Source: an optimization exercise on an open RTL-to-GDS flow (aim: small area and a short achievable clock period). Production flows keep margins and buffers that such runs may drop.
Where RTL was checked, it was by simulation tests only, not by an equivalence proof against the original.
Power figures rest on the tool's default switching activity, not on a simulated workload.

## the baseline
==> flow/design.v <==
module finalproject #(
    parameter CLK_FREQ_HZ = 8_000,
    parameter SCAN_RATE   = 1000
)(
    input  wire        CLK,
    input  wire        RST_N,
    input  wire [3:0]  ROWS,
    output wire [3:0]  COLS,
    output wire [7:0]  HEX0,
    output wire [7:0]  HEX1,
    output wire [7:0]  HEX2,
    output wire [9:0]  LEDS,
    output wire [7:0]  DBG
);
    reg [2:0] cnt;
    reg       tick;        
    reg       first;       
    reg [3:0] colsx;       
    assign COLS = colsx ^ 4'b1110;
    always @(posedge CLK or negedge RST_N) begin
        if (!RST_N) begin
            cnt   <= 3'd0;
            tick  <= 1'b0;
            first <= 1'b1;
            colsx <= 4'b0000;
        end else begin
            cnt  <= cnt + 3'd1;
            tick <= (cnt == 3'd7);
            if (tick) begin
                first <= 1'b0;
                if (!first) colsx <= {COLS[2:0], COLS[3]} ^ 4'b1110;
            end
        end
    end
    wire one_row = (ROWS == 4'b1110) | (ROWS == 4'b1101) |
                   (ROWS == 4'b1011) | (ROWS == 4'b0111);
    wire [1:0] cidx = {~COLS[3] | ~COLS[2], ~COLS[3] | ~COLS[1]};
    wire [1:0] ridx = {~ROWS[3] | ~ROWS[2], ~ROWS[3] | ~ROWS[1]};
    reg [3:0] kcode;
    always @(*) begin
        case ({cidx, ridx})
            4'b00_00: kcode = 4'd1;  4'b00_01: kcode = 4'd4;
            4'b00_10: kcode = 4'd7;  4'b00_11: kcode = 4'hE;
            4'b01_00: kcode = 4'd2;  4'b01_01: kcode = 4'd5;
            4'b01_10: kcode = 4'd8;  4'b01_11: kcode = 4'd0;
            4'b10_00: kcode = 4'd3;  4'b10_01: kcode = 4'd6;
            4'b10_10: kcode = 4'd9;  4'b10_11: kcode = 4'hF;
            4'b11_00: kcode = 4'hA;  4'b11_01: kcode = 4'hB;
            4'b11_10: kcode = 4'hC;  default:  kcode = 4'hD;
        endcase
    end
    reg [3:0] code;        
    reg       kev;         
    reg       idle;        
    always @(posedge CLK) code <= kcode;
    always @(posedge CLK or negedge RST_N) begin
        if (!RST_N) begin
            kev  <= 1'b0;
            idle <= 1'b1;
        end else begin
            kev <= tick & idle & one_row;
            if (tick) idle <= (ROWS == 4'b1111);
        end
    end
    wire k_clr   = (code == 4'hE);
    wire k_eq    = (code == 4'hF);
    wire k_op    = code[3] & (code[2] ^ code[1]);
    wire k_digit = ~code[3] | ~(code[2] | code[1]);
    function [6:0] seg;
        input [3:0] v;
        begin
            seg[0] = (v[0] & ~v[1] & ~v[2] & ~v[3]) | (v[0] & ~v[1] & v[2] & v[3]) | (~v[0] & ~v[1] & v[2] & ~v[3]) | (v[0] & v[1] & ~v[2] & v[3]);
            seg[1] = (~v[0] & v[2] & v[3]) | (v[0] & ~v[1] & v[2] & ~v[3]) | (~v[0] & v[1] & v[2]) | (v[0] & v[1] & v[3]);
            seg[2] = (~v[0] & v[1] & ~v[2] & ~v[3]) | (v[1] & v[2] & v[3]) | (~v[0] & v[2] & v[3]);
            seg[3] = (v[0] & ~v[1] & ~v[2] & ~v[3]) | (~v[0] & ~v[1] & v[2] & ~v[3]) | (~v[0] & v[1] & ~v[2] & v[3]) | (v[0] & v[1] & v[2]);
            seg[4] = (v[0] & ~v[3]) | (~v[1] & v[2] & ~v[3]) | (v[0] & ~v[1] & ~v[2]);
            seg[5] = (v[0] & ~v[1] & v[2] & v[3]) | (v[1] & ~v[2] & ~v[3]) | (v[0] & ~v[2] & ~v[3]) | (v[0] & v[1] & ~v[3]);
            seg[6] = (~v[0] & ~v[1] & v[2] & v[3]) | (v[0] & v[1] & v[2] & ~v[3]) | (~v[1] & ~v[2] & ~v[3]);
        end
    endfunction
    reg [6:0] opa, opb;
    reg [2:0] op;
    reg       opsel;
    reg       done;
    reg       nfirst_op;   
    wire      first_op = ~nfirst_op;
    reg [1:0] dcnt;
    reg [3:0] last_key;
    reg       nready;      
    wire      ready = ~nready;
    reg [6:0] nh0, nh1, nh2;
    wire [6:0] hex0 = nh0 ^ 7'b1000000;
    wire [6:0] hex1 = ~nh1;
    wire [6:0] hex2 = ~nh2;
    reg [9:0] lfsr;
    wire acc   = kev & ready;
    wire work  = acc & ~k_clr & ~done;      
    wire w_dig = work & k_digit;
    wire w_op  = work & k_op;
    wire w_eq  = work & k_eq;
    wire w_clr = acc & k_clr;
    wire       two = (dcnt == 2'd1);
    wire [6:0] x10 = {last_key, 3'b000} + {2'b00, last_key, 1'b0} + {3'b000, code};
    wire [6:0] nv  = two ? x10 : {3'b000, code};
    localparam [9:0] LFSR_SEED = 10'h001;
    localparam [9:0] LFSR_END  = 10'h2d3;
    wire [9:0] lfsr_nx = {lfsr[8:0], lfsr[9] ^ lfsr[6]};
    always @(posedge CLK)
        lfsr <= work ? LFSR_SEED : lfsr_nx;
    localparam S_IDLE = 3'd0, S_WAIT = 3'd1, S_START = 3'd2, S_LOOP = 3'd3,
               S_FIX = 3'd4, S_CONV = 3'd5, S_SEG = 3'd6;
    reg [7:0] R, Q;
    reg       c, qc, eqf;
    reg [2:0] st;
    wire op_sub = (op == 3'd2);
    wire op_mul = (op == 3'd3);
    wire op_div = (op == 3'd4);
    wire k0 = (cnt == 3'd0);
    wire k7 = (cnt == 3'd7);
    wire [7:0] opa8 = {1'b0, opa};
    wire [7:0] opb8 = {1'b0, opb};
    wire ab = opa8[cnt];
    wire bb = opb8[cnt];
    wire tb = (cnt == 3'd1) | (cnt == 3'd3);                  
    wire eb = (cnt == 3'd1) | (cnt == 3'd2) | (cnt == 3'd3);   
    wire bz  = (opb == 7'd0);
    wire err = op_div & bz;
    wire ld  = ~op_mul;    
    wire in_conv = (st == S_CONV);
    wire sub = in_conv | op_sub | op_div;
    wire rb  = R[0];
    wire qb  = Q[0];
    wire yb  = (in_conv ? tb : bb) ^ sub;
    wire cin = k0 ? sub : c;
    wire sb  = rb ^ yb ^ cin;
    wire cout = (rb & yb) | (cin & (rb ^ yb));
    wire qcin = k0 | qc;
    wire qs  = qb ^ qcin;
    reg nbR, nbQ;
    always @(*) begin
        case (st)
            S_START: begin
                nbR = err ? eb : (ld & ab);
                nbQ = err ? eb : ld;
            end
            S_LOOP, S_CONV: begin
                nbR = sb;
                nbQ = qs;
            end
            S_FIX: begin
                nbR = op_div ? qb : (op_mul & rb);
                nbQ = 1'b0;
            end
            default: begin
                nbR = rb;
                nbQ = qb;
            end
        endcase
    end
    wire ge10 = R[7] | R[6] | R[5] | (R[4] & (R[3] | R[2]));
    wire q9   = Q[4] & Q[1];
    wire [2:0] s_cs = (ge10 & ~q9) ? S_CONV : S_SEG;
    wire [3:0] units = {R[2], R[1], R[0], R[7]};       
    wire [3:0] s0   = (st == S_SEG) ? Q[4:1] : (k_eq ? (units & {4{opsel}}) : code);
    wire [6:0] seg0 = seg(s0);
    reg [2:0] st_n;
    always @(*) begin
        case (st)
            S_WAIT:  st_n = S_START;
            S_START: st_n = err ? S_SEG : ((ld | ~eqf) ? S_LOOP : s_cs);
            S_LOOP:  st_n = op_mul ? (eqf ? S_FIX : S_LOOP) :
                            op_div ? (c ? S_LOOP : S_FIX) :
                            op_sub ? (c ? s_cs : S_FIX) : s_cs;
            S_FIX:   st_n = s_cs;
            S_CONV:  st_n = s_cs;
            default: st_n = S_IDLE;
        endcase
    end
    always @(posedge CLK) begin
        c   <= cout;
        qc  <= qcin & qb;
        eqf <= (k0 | eqf) & ~(nbQ ^ ab);
        R   <= {nbR, R[7:1]};
        if ((st == S_SEG) & k7) Q <= {1'b0, seg0};
        else Q <= {nbQ, Q[7:1]};
    end
    always @(posedge CLK or negedge RST_N) begin
        if (!RST_N) st <= S_IDLE;
        else if (w_dig | w_op) st <= S_WAIT;
        else if (k7) st <= st_n;
    end
    wire [2:0] op_n   = w_clr ? 3'd0 : (w_op ? code[2:0] - 3'd1 : op);
    wire       done_n = ~w_clr & (done | w_eq);
    always @(posedge CLK or negedge RST_N) begin
        if (!RST_N) begin
            opa <= 0; opb <= 0; op <= 0; opsel <= 0; done <= 0;
            nfirst_op <= 0; dcnt <= 0; last_key <= 0; nready <= 0;
            nh0 <= 7'd0; nh1 <= 7'd0; nh2 <= 7'd0;
        end else begin
            if (work) nready <= 1'b1;
            else if (lfsr == LFSR_END && cnt == 3'd2) nready <= 1'b0;
            if (acc) last_key <= code;
            if (w_clr | (w_dig & first_op)) opa <= w_clr ? 7'd0 : nv;
            if (w_clr | (w_dig & ~first_op)) opb <= w_clr ? 7'd0 : nv;
            op <= op_n;
            done <= done_n;
            if (w_clr | w_op) opsel <= w_op;
            if (w_clr | w_op) nfirst_op <= ~w_clr;
            if (w_clr | w_op | w_dig) dcnt <= w_dig ? (two ? 2'd2 : 2'd1) : 2'd0;
            if (w_clr) nh0 <= (7'b1000000) ^ 7'b1000000;
            else if (w_dig | w_eq) nh0 <= (seg0) ^ 7'b1000000;
            if (w_eq) nh1 <= ~(opsel ? {Q[5:0], Q[7]} : 7'b1000000);
            else if (w_dig & two) nh1 <= ~(hex0);
            else if (w_clr | w_op | w_dig) nh1 <= ~(7'b1111111);
            if (w_clr) nh2 <= ~(7'b1111111);
            else if (w_op)
                case (code[2:0])
                    3'b010:  nh2 <= ~(7'b0001000);     
                    3'b011:  nh2 <= ~(7'b0000011);     
                    3'b100:  nh2 <= ~(7'b1000110);     
                    default: nh2 <= ~(7'b0100001);     
                endcase
            else if (w_eq & ~opsel) nh2 <= ~(7'b0001110);   
        end
    end
    assign HEX0 = {1'b1, hex0};
    assign HEX1 = {1'b1, hex1};
    assign HEX2 = {1'b1, hex2};
    assign LEDS = {done, opsel, first_op, dcnt, ready, last_key};
    assign DBG  = {op, done, opa[3:0]};
endmodule
export LEC_CHECK = 0
export ABC_AREA = 1
export CAP_MARGIN = 20
export CORE_MARGIN = 2
export CORE_UTILIZATION = 40
export SLEW_MARGIN = 20
create_clock -name core_clock -period 10.0 [get_ports {CLK}]
standard.sh (not shown) runs the stock make flow with config.mk's settings and CLKGATE_MAP_FILE= SYNTH_SCRIPT=/design/flow/synth_recipe.tcl, a recipe that flattens the netlist after the stock synthesis.
==> flow/flow/run.sh <==
#!/bin/bash
# Own flow: the standard layout (standard.sh, unchanged synthesis,
# floorplan, power grid, placement, CTS and routing), with two changes:
#  - the port buffers are plain buffers instead of the delay cells that
#    buffer_ports picks by default;
#  - setup repair aims at a margin below the clock period.
# Each tool's full output stays in orfs/logs; make's output goes to
# standard.log in this folder.
set -euo pipefail
bash standard.sh \
  "BUFFER_PORTS_ARGS=-buffer_cell sky130_fd_sc_hd__buf_1" \
  SETUP_SLACK_MARGIN=7 \
  finish > standard.log 2>&1
The baseline went all the way through the flow, and no timing, DRC or antenna check failed.
## Diff of input files: the candidate against the baseline
--- a/flow/design.v
+++ b/flow/design.v
@@ -14,21 +14,21 @@
 );
     reg [2:0] cnt;
     reg       tick;        
-    reg       first;       
+    reg       started;     
     reg [3:0] colsx;       
     assign COLS = colsx ^ 4'b1110;
     always @(posedge CLK or negedge RST_N) begin
         if (!RST_N) begin
             cnt   <= 3'd0;
             tick  <= 1'b0;
-            first <= 1'b1;
+            started <= 1'b0;
             colsx <= 4'b0000;
         end else begin
             cnt  <= cnt + 3'd1;
             tick <= (cnt == 3'd7);
             if (tick) begin
-                first <= 1'b0;
-                if (!first) colsx <= {COLS[2:0], COLS[3]} ^ 4'b1110;
+                started <= 1'b1;
+                if (started) colsx <= {COLS[2:0], COLS[3]} ^ 4'b1110;
             end
         end
     end
@@ -51,15 +51,15 @@
     end
     reg [3:0] code;        
     reg       kev;         
-    reg       idle;        
+    reg       busy;        
     always @(posedge CLK) code <= kcode;
     always @(posedge CLK or negedge RST_N) begin
         if (!RST_N) begin
             kev  <= 1'b0;
-            idle <= 1'b1;
+            busy <= 1'b0;
         end else begin
-            kev <= tick & idle & one_row;
-            if (tick) idle <= (ROWS == 4'b1111);
+            kev <= tick & ~busy & one_row;
+            if (tick) busy <= (ROWS != 4'b1111);
         end
     end
     wire k_clr   = (code == 4'hE);
@@ -78,12 +78,13 @@
             seg[6] = (~v[0] & ~v[1] & v[2] & v[3]) | (v[0] & v[1] & v[2] & ~v[3]) | (~v[1] & ~v[2] & ~v[3]);
         end
     endfunction
-    reg [6:0] opa, opb;
+    reg [6:0] opa;
+    reg [6:0] opb;
     reg [2:0] op;
-    reg       opsel;
     reg       done;
     reg       nfirst_op;   
     wire      first_op = ~nfirst_op;
+    wire      opsel = nfirst_op;
     reg [1:0] dcnt;
     reg [3:0] last_key;
     reg       nready;      
@@ -156,6 +157,10 @@
                 nbQ = qb;
             end
         endcase
+        if (k7) begin
+            nbR = 1'b0;
+            nbQ = 1'b0;
+        end
     end
     wire ge10 = R[7] | R[6] | R[5] | (R[4] & (R[3] | R[2]));
     wire q9   = Q[4] & Q[1];
@@ -186,14 +191,17 @@
     end
     always @(posedge CLK or negedge RST_N) begin
         if (!RST_N) st <= S_IDLE;
-        else if (w_dig | w_op) st <= S_WAIT;
+        else if ((w_dig & opsel) | w_op) st <= S_WAIT;
         else if (k7) st <= st_n;
     end
     wire [2:0] op_n   = w_clr ? 3'd0 : (w_op ? code[2:0] - 3'd1 : op);
     wire       done_n = ~w_clr & (done | w_eq);
+    always @(posedge CLK)
+        if (w_op & first_op) opb <= 7'd0;
+        else if (w_dig & ~first_op) opb <= nv;
     always @(posedge CLK or negedge RST_N) begin
         if (!RST_N) begin
-            opa <= 0; opb <= 0; op <= 0; opsel <= 0; done <= 0;
+            opa <= 0; op <= 0; done <= 0;
             nfirst_op <= 0; dcnt <= 0; last_key <= 0; nready <= 0;
             nh0 <= 7'd0; nh1 <= 7'd0; nh2 <= 7'd0;
         end else begin
@@ -201,10 +209,8 @@
             else if (lfsr == LFSR_END && cnt == 3'd2) nready <= 1'b0;
             if (acc) last_key <= code;
             if (w_clr | (w_dig & first_op)) opa <= w_clr ? 7'd0 : nv;
-            if (w_clr | (w_dig & ~first_op)) opb <= w_clr ? 7'd0 : nv;
             op <= op_n;
             done <= done_n;
-            if (w_clr | w_op) opsel <= w_op;
             if (w_clr | w_op) nfirst_op <= ~w_clr;
             if (w_clr | w_op | w_dig) dcnt <= w_dig ? (two ? 2'd2 : 2'd1) : 2'd0;
             if (w_clr) nh0 <= (7'b1000000) ^ 7'b1000000;
## What came out
Having completed the whole flow, the baseline delivered a layout that passed the timing, DRC and antenna checks. The final layout from the candidate, which completed every stage, passed the timing, DRC and antenna checks at the end of the flow. Per the comparison of the candidate with the baseline, clock skew moved up, count of plain and timing-repair buffers shrank by 5.5%, overall routed net length lost 220 um, cell area after synthesis decreased about 1.1%. The candidate against the baseline: post-layout total power -about 22%, final critical-path setup slack -0.028 ns. Compare the baseline and the candidate | final area higher: the baseline.
Function was not checked in any run of this note: the RTL went through the layout flow alone.


Setup of lagoon:
finalproject, a different RTL version from the one above (not shown whole).
Size in the first run: about 650 cells after synthesis.
Settings: LEC_CHECK=0, ABC_AREA=1, CAP_MARGIN=20, CORE_MARGIN=2, CORE_UTILIZATION=40, SLEW_MARGIN=20; clock period 10.0 ns.
==> flow/flow/run.sh <==
#!/bin/bash
# Own flow: the standard layout (standard.sh, unchanged synthesis,
# floorplan, power grid, placement, CTS and routing), with two changes:
#  - the port buffers are plain buffers instead of the delay cells that
#    buffer_ports picks by default;
#  - setup repair aims at a margin below the clock period.
# Each tool's full output stays in orfs/logs; make's output goes to
# standard.log in this folder.
set -euo pipefail
bash standard.sh \
  "BUFFER_PORTS_ARGS=-buffer_cell sky130_fd_sc_hd__buf_2" \
  SETUP_SLACK_MARGIN=7 \
  finish > standard.log 2>&1
Relative to lagoon, the following input files were edited for fjord:
-- flow/design.v --
<<< lagoon, line 93
    wire [6:0] hex1 = ~nh1;
    wire [6:0] hex2 = ~nh2;
    reg [9:0] lfsr;
    wire acc   = kev & ready;
    wire work  = acc & ~k_clr & ~done;      
>>> fjord, line 93
    wire [6:0] hex1 = ~nh1;
    wire [6:0] hex2 = ~nh2;
    reg [12:0] lfsr;
    wire acc   = kev & ready;
    wire work  = acc & ~k_clr & ~done;      
<<< lagoon, line 103
    wire [6:0] x10 = {last_key, 3'b000} + {2'b00, last_key, 1'b0} + {3'b000, code};
    wire [6:0] nv  = two ? x10 : {3'b000, code};
    localparam [9:0] LFSR_SEED = 10'h001;
    localparam [9:0] LFSR_END  = 10'h2d3;
    wire [9:0] lfsr_nx = {lfsr[8:0], lfsr[9] ^ lfsr[6]};
    always @(posedge CLK)
        lfsr <= work ? LFSR_SEED : lfsr_nx;
>>> fjord, line 103
    wire [6:0] x10 = {last_key, 3'b000} + {2'b00, last_key, 1'b0} + {3'b000, code};
    wire [6:0] nv  = two ? x10 : {3'b000, code};
    localparam [12:0] LFSR_SEED = 13'h0001;
    localparam [12:0] LFSR_END  = 13'h1914;
    wire [12:0] lfsr_nx = {lfsr[11:0], lfsr[12] ^ lfsr[3] ^ lfsr[2] ^ lfsr[0]};
    always @(posedge CLK)
        lfsr <= work ? LFSR_SEED : lfsr_nx;
<<< lagoon, line 111
               S_FIX = 3'd4, S_CONV = 3'd5, S_SEG = 3'd6;
    reg [7:0] R, Q;
    reg       c, qc, qz;
    reg [2:0] st;
    wire op_sub = (op == 3'd2);
    wire op_mul = (op == 3'd3);
>>> fjord, line 111
               S_FIX = 3'd4, S_CONV = 3'd5, S_SEG = 3'd6;
    reg [7:0] R, Q;
    reg       c, qc, eqf;
    reg [2:0] st;
    wire op_add = (op == 3'd1);
    wire op_sub = (op == 3'd2);
    wire op_mul = (op == 3'd3);
<<< lagoon, line 126
    wire bz  = (opb == 7'd0);
    wire err = op_div & bz;
    wire ld  = ~op_mul;    
    wire in_conv = (st == S_CONV);
    wire sub = in_conv | op_sub | op_div;
>>> fjord, line 127
    wire bz  = (opb == 7'd0);
    wire err = op_div & bz;
    wire ld  = op_add | op_sub | op_div;
    wire in_conv = (st == S_CONV);
    wire sub = in_conv | op_sub | op_div;
<<< lagoon, line 135
    wire sb  = rb ^ yb ^ cin;
    wire cout = (rb & yb) | (cin & (rb ^ yb));
    wire qx  = (st == S_START) ? ~ab : qb;
    wire qcin = k0 | qc;
    wire qs  = qx ^ qcin;
    reg nbR, nbQ;
    always @(*) begin
>>> fjord, line 136
    wire sb  = rb ^ yb ^ cin;
    wire cout = (rb & yb) | (cin & (rb ^ yb));
    wire qcin = k0 | qc;
    wire qs  = qb ^ qcin;
    reg nbR, nbQ;
    always @(*) begin
<<< lagoon, line 143
            S_START: begin
                nbR = err ? eb : (ld & ab);
                nbQ = err ? eb : (ld | qs);
            end
            S_LOOP, S_CONV: begin
>>> fjord, line 143
            S_START: begin
                nbR = err ? eb : (ld & ab);
                nbQ = err ? eb : ld;
            end
            S_LOOP, S_CONV: begin
<<< lagoon, line 150
            end
            S_FIX: begin
                nbR = op_div & qb;
                nbQ = 1'b0;
            end
>>> fjord, line 150
            end
            S_FIX: begin
                nbR = op_div ? qb : (op_mul & rb);
                nbQ = 1'b0;
            end
<<< lagoon, line 173
        case (st)
            S_WAIT:  st_n = S_START;
            S_START: st_n = err ? S_SEG : ((ld | ~qz) ? S_LOOP : s_cs);
            S_LOOP:  st_n = op_mul ? (qz ? s_cs : S_LOOP) :
                            op_div ? (c ? S_LOOP : S_FIX) :
                            op_sub ? (c ? s_cs : S_FIX) : s_cs;
>>> fjord, line 173
        case (st)
            S_WAIT:  st_n = S_START;
            S_START: st_n = err ? S_SEG : ((ld | (op_mul & ~eqf)) ? S_LOOP : s_cs);
            S_LOOP:  st_n = op_mul ? (eqf ? S_FIX : S_LOOP) :
                            op_div ? (c ? S_LOOP : S_FIX) :
                            op_sub ? (c ? s_cs : S_FIX) : s_cs;
<<< lagoon, line 184
    always @(posedge CLK) begin
        c   <= cout;
        qc  <= qcin & qx;
        qz  <= (k0 | qz) & ~nbQ;             
        R   <= {nbR, R[7:1]};
        if ((st == S_SEG) & k7) Q <= {1'b0, seg0};
>>> fjord, line 184
    always @(posedge CLK) begin
        c   <= cout;
        qc  <= qcin & qb;
        eqf <= (k0 | eqf) & ~(nbQ ^ ab);
        R   <= {nbR, R[7:1]};
        if ((st == S_SEG) & k7) Q <= {1'b0, seg0};
<<< lagoon, line 204
        end else begin
            if (work) nready <= 1'b1;
            else if (lfsr == LFSR_END && cnt == 3'd2) nready <= 1'b0;
            if (acc) last_key <= code;
            if (w_clr | (w_dig & first_op)) opa <= w_clr ? 7'd0 : nv;
>>> fjord, line 204
        end else begin
            if (work) nready <= 1'b1;
            else if (lfsr == LFSR_END) nready <= 1'b0;
            if (acc) last_key <= code;
            if (w_clr | (w_dig & first_op)) opa <= w_clr ? 7'd0 : nv;
Findings:
fjord against lagoon: count of placed standard cells in the final layout, fillers left out now sits higher; routed wire length now sits higher; total power draw now sits higher. In the flow results for fjord and lagoon, the met3 routing resource usage after global routing is smaller on lagoon. Row minimum setup slack in the final design: fjord higher / lagoon lower. Compared with lagoon, in fjord post-detailed-placement half-perimeter wirelength has increased, post-synthesis async set-or-reset flop share has decreased.
Only the layout flow was run in lagoon; the RTL was not checked for function there.

what the ideal ports hide:
The results above use ideal ports. As a check the final layouts listed here were re-extracted and re-timed, cells and wires unchanged. Step 1: set_driving_cell puts a clkbuf_16 on CLK and a buf_2 on each other input, an assumption about the parent block. Step 2, shift: input delay + t, output delay - t, t = (earliest + latest rising clock arrival at the registers) / 2. This alone moves slack from input paths to output paths. Slacks: ideal ports / drivers / drivers and shift; pairs: ideal ports / drivers.
run	t (ns)	setup WS [ns]	worst setup path after step 2	worst slew at a driven data input, ns	cell pins on the clock port's net
the baseline	0.377	7.031 / 6.994 / 7.042	input to register	0.03	1
the candidate	0.378	7.003 / 6.964 / 7.109	input to register	0.03	1
lagoon	0.379	7.037 / 6.997 / 7.196	input, reset recovery	0.03	1
fjord	0.372	7.043 / 7.007 / 7.189	input to register	0.03	1
After both steps every run listed still meets setup and hold. The worst setup slack also covers recovery checks on asynchronous resets.
